This is an optimization exercise on Yosys and OpenROAD, whose aim is small area and a short achievable clock period, not a production implementation. Only simulation tests tie the RTL to the original design; equivalence was not proved. The clock port is modelled as an ideal driver, which makes a skipped or thinned clock tree look cheaper than it is; a real chip needs a root buffer or a tree.

==> inputs of job 3793 <==
==> flow/design.v (excerpt) <==
module alu_top (
    input             clk,
    input      [7:0]  a,
    input      [7:0]  b,
    input      [3:0]  command,
    input             en,
    output reg [15:0] out
);
==> flow/config.mk <==
export PLATFORM = sky130hd
export DESIGN_NAME = alu_top
export DESIGN_NICKNAME = alu_top
export VERILOG_FILES = /design/flow/design.v
export SDC_FILE = /design/flow/constraint.sdc
export NUM_CORES = 4
export LEC_CHECK = 0
export ABC_AREA = 1
export CAP_MARGIN = 20
export CORE_MARGIN = 2
export CORE_UTILIZATION = 40
export GPL_TIMING_DRIVEN = 0
export SLEW_MARGIN = 20
==> flow/constraint.sdc <==
create_clock -name core_clock -period 25.0 [get_ports {clk}]
set_input_delay 5.0000 -clock core_clock [delete_from_list [all_inputs] [get_ports {clk}]]
set_output_delay 5.0000 -clock core_clock [all_outputs]
set_load 0.01 [all_outputs]
standard.sh (not shown) runs the stock make flow with config.mk's settings and CLKGATE_MAP_FILE= SYNTH_SCRIPT=/design/flow/synth_recipe.tcl, a recipe that flattens the netlist after the stock synthesis.
==> flow/flow/run.sh <==
#!/bin/bash
# Standard layout with these changes:
#  - synthesis: no full/half-adder cell extraction (ADDER_MAP_FILE empty), so ABC maps all logic,
#    and ABC's area script is flow/abc_area.script (a copy of ORFS's scripts folder with that
#    one file replaced is used for the synthesis step only);
#  - port buffers chosen in flow/ports.tcl instead of the default (DONT_BUFFER_PORTS=1 stops the
#    flow's own call; ports.tcl runs just before it, at the start of global placement);
#  - after the placement resize step, flip-flops with large fanout get the x4 drive, and gates
#    on paths slower than TARGET_NS are sized up (flow/post_resize.tcl);
#  - clock tree: one level of buffers, no dummy loads.
# make's output goes to make_*.log here; ORFS writes each tool's log under orfs/logs/.
set -euo pipefail
here=$(pwd)
export UPSIZE_FLOP_FANOUT=${UPSIZE_FLOP_FANOUT:-8}
# setup slack that the post-placement sizing aims for: the clock period less TARGET_NS
TARGET_NS=5.5
export REPAIR_SETUP_MARGIN=$(python3 -c "print(round($FLOW_PERIOD_NS - $TARGET_NS, 3))")
rm -rf "$here/synth_scripts"
cp -r "$FLOW_HOME/scripts" "$here/synth_scripts"
cp "$here/flow/abc_area.script" "$here/synth_scripts/abc_area.script"
bash standard.sh ADDER_MAP_FILE= SCRIPTS_DIR="$here/synth_scripts" synth > make_synth.log 2>&1
CTS="-root_buf sky130_fd_sc_hd__clkbuf_16 -buf_list sky130_fd_sc_hd__clkbuf_16 -sink_clustering_enable -sink_clustering_size 60 -sink_clustering_max_diameter 1000 -dont_use_dummy_load -repair_clock_nets"
bash standard.sh ADDER_MAP_FILE= DONT_BUFFER_PORTS=1 PRE_GLOBAL_PLACE_TCL="$here/flow/ports.tcl" \
  POST_RESIZE_TCL="$here/flow/post_resize.tcl" "CTS_ARGS=$CTS" finish > make_finish.log 2>&1
==> flow/flow/abc_area.script <==
strash
dc2
balance
rewrite
refactor
balance
rewrite
rewrite -z
balance
refactor -z
rewrite -z
balance
dch
map -B 0.9
strash
dch
map -B 0.9
topo
stime -c
buffer -c
upsize -c
dnsize -c
==> flow/flow/upsize_flops.tcl <==
# Flip-flops whose output drives many pins get a stronger drive (same function, same name).
set n 0
foreach inst [get_cells *] {
  set ref [get_property $inst ref_name]
  if {$ref ne "sky130_fd_sc_hd__dfxtp_1"} { continue }
  set q [get_pins -of_objects $inst -filter "direction == output"]
  set loads [llength [get_pins -of_objects [get_nets -of_objects $q] -filter "direction == input"]]
  if {$loads >= $::env(UPSIZE_FLOP_FANOUT)} {
    replace_cell $inst sky130_fd_sc_hd__dfxtp_4
    incr n
  }
}
puts "upsize_flops: $n flip-flops resized"
Other scripts of this flow, unchanged in this note and not shown: flow/flow/ports.tcl, flow/flow/post_resize.tcl
==> job 6271 (differences from job 3793) <==
--- a/flow/flow/run.sh
+++ b/flow/flow/run.sh
@@ -7,13 +7,16 @@
 #    flow's own call; ports.tcl runs just before it, at the start of global placement);
 #  - after the placement resize step, flip-flops with large fanout get the x4 drive, and gates
 #    on paths slower than TARGET_NS are sized up (flow/post_resize.tcl);
-#  - clock tree: one level of buffers, no dummy loads.
+#  - clock tree: no dummy loads, and the root buffer removed so that the leaf buffers hang
+#    from the clock port (flow/post_cts.tcl).
 # make's output goes to make_*.log here; ORFS writes each tool's log under orfs/logs/.
 set -euo pipefail
+export CLK_LEAF_CELL=sky130_fd_sc_hd__clkbuf_8
 here=$(pwd)
-export UPSIZE_FLOP_FANOUT=${UPSIZE_FLOP_FANOUT:-8}
+export UPSIZE_FLOP_FANOUT=1000
+export UPSIZE_FLOP_CELL=sky130_fd_sc_hd__dfxtp_4
 # setup slack that the post-placement sizing aims for: the clock period less TARGET_NS
-TARGET_NS=5.5
+TARGET_NS=5.3
 export REPAIR_SETUP_MARGIN=$(python3 -c "print(round($FLOW_PERIOD_NS - $TARGET_NS, 3))")
 rm -rf "$here/synth_scripts"
 cp -r "$FLOW_HOME/scripts" "$here/synth_scripts"
@@ -21,4 +24,4 @@
 bash standard.sh ADDER_MAP_FILE= SCRIPTS_DIR="$here/synth_scripts" synth > make_synth.log 2>&1
 CTS="-root_buf sky130_fd_sc_hd__clkbuf_16 -buf_list sky130_fd_sc_hd__clkbuf_16 -sink_clustering_enable -sink_clustering_size 60 -sink_clustering_max_diameter 1000 -dont_use_dummy_load -repair_clock_nets"
 bash standard.sh ADDER_MAP_FILE= DONT_BUFFER_PORTS=1 PRE_GLOBAL_PLACE_TCL="$here/flow/ports.tcl" \
-  POST_RESIZE_TCL="$here/flow/post_resize.tcl" "CTS_ARGS=$CTS" finish > make_finish.log 2>&1
+  POST_RESIZE_TCL="$here/flow/post_resize.tcl" "CTS_ARGS=$CTS" POST_CTS_TCL="$here/flow/post_cts.tcl" finish > make_finish.log 2>&1
==> flow/flow/abc_area.script (replaced) <==
strash
dc2
balance
rewrite
refactor
balance
rewrite
rewrite -z
balance
refactor -z
rewrite -z
balance
&get -n
&deepsyn -T 20
&put
dch
map -B 0.9
strash
dch
map -B 0.9
strash
dch
map -B 0.9
topo
stime -c
upsize -c
dnsize -c
==> flow/flow/post_cts.tcl (new file) <==
set block [ord::get_db_block]
set root [$block findInst clkbuf_0_clk]
if {$root eq "NULL" || $root eq ""} { error "post_cts: no root buffer clkbuf_0_clk" }
set rootnet [[$root findITerm X] getNet]
set clknet [[$root findITerm A] getNet]
set leaves {}
foreach it [$rootnet getITerms] {
  if {[$it isOutputSignal]} { continue }
  set inst [$it getInst]
  if {![string match "sky130_fd_sc_hd__clkbuf_*" [[$inst getMaster] getName]]} {
    error "post_cts: the root buffer drives [$inst getName], not only leaf buffers"
  }
  lappend leaves $it
}
if {[llength $leaves] > 4} { error "post_cts: [llength $leaves] leaf buffers, more than the port may drive" }
foreach it $leaves {
  $it disconnect
  $it connect $clknet
}
[$root findITerm A] disconnect
[$root findITerm X] disconnect
odb::dbInst_destroy $root
odb::dbNet_destroy $rootnet
if {[info exists ::env(CLK_LEAF_CELL)] && $::env(CLK_LEAF_CELL) ne ""} {
  foreach it $leaves { replace_cell [[$it getInst] getName] $::env(CLK_LEAF_CELL) }
}
puts "post_cts: [llength $leaves] leaf buffers now driven from the clock port"
detailed_placement
check_placement -verbose
estimate_parasitics -placement
report_clock_latency
--- a/flow/flow/upsize_flops.tcl
+++ b/flow/flow/upsize_flops.tcl
@@ -6,7 +6,7 @@
   set q [get_pins -of_objects $inst -filter "direction == output"]
   set loads [llength [get_pins -of_objects [get_nets -of_objects $q] -filter "direction == input"]]
   if {$loads >= $::env(UPSIZE_FLOP_FANOUT)} {
-    replace_cell $inst sky130_fd_sc_hd__dfxtp_4
+    replace_cell $inst $::env(UPSIZE_FLOP_CELL)
     incr n
   }
 }
==> job 5377 (differences from job 3793) <==
--- a/flow/flow/run.sh
+++ b/flow/flow/run.sh
@@ -13,7 +13,7 @@
 here=$(pwd)
 export UPSIZE_FLOP_FANOUT=${UPSIZE_FLOP_FANOUT:-8}
 # setup slack that the post-placement sizing aims for: the clock period less TARGET_NS
-TARGET_NS=5.5
+TARGET_NS=5.1
 export REPAIR_SETUP_MARGIN=$(python3 -c "print(round($FLOW_PERIOD_NS - $TARGET_NS, 3))")
 rm -rf "$here/synth_scripts"
 cp -r "$FLOW_HOME/scripts" "$here/synth_scripts"
--- a/flow/flow/abc_area.script
+++ b/flow/flow/abc_area.script
@@ -17,6 +17,4 @@
 map -B 0.9
 topo
 stime -c
-buffer -c
-upsize -c
 dnsize -c
==> run notes <==
	job 3793	job 6271	job 5377
Status	finished clean	finished clean	finished clean
Final cell count without fillers	1100	1016	1070
Fraction of final layout cells with drive strength greater than 1	9.55%	8.82%	11.4%
Final clock skew	0.00807 ns	0.0167 ns	0.00976 ns
Final nets	977	897	951
Complex-gate fraction of the synthesized area	20.5%	20.1%	21.2%
Count of distinct cell types in the synthesized netlist	43	43	28
Global-route wire length before repair	26100 um	24600 um	24800 um
Hpwl dp	12500 um	11400 um	11400 um
CTS Buf Count	5	-	5
Clock latency (worst-skew pair)	0.30 ns	0.14 ns	0.29 ns
#MultiIn Comb	742	683	742
Via-to-Cell Ratio	5.28	5.40	5.29
Total routed wire length on the met1 layer	7340 um	7040 um	6830 um
Core area	0.0120 mm^2	0.0113 mm^2	0.0114 mm^2
Headroom to the max-slew limit	31.7%	28.6%	38.2%

[afterwards: timing with drivers on the ports]
No port has a modelled driver above. Below, the same layouts with a new extraction and two added sets of constraints.
Step 1 assumes that a clkbuf_16 drives the clock port and a buf_2 every other input.
Step 2 moves the port delays by t, midway between the first and last clock arrival at a register: inputs arrive t later, outputs are due t later. That takes back most of the time a late clock gives input paths.
Three values: no drivers, after step 1, after step 2; two values: the first two.
run | t (ns) | setup slack, ns | worst data-port slew with drivers (ns)
job 3793 | 0.333 | 19.268 / 19.227 / 19.560 | 0.03
job 6271 | 0.204 | 19.433 / 19.361 / 19.530 | 0.03
job 5377 | 0.328 | 19.274 / 19.235 / 19.483 | 0.03
After both steps every run listed still meets setup and hold.
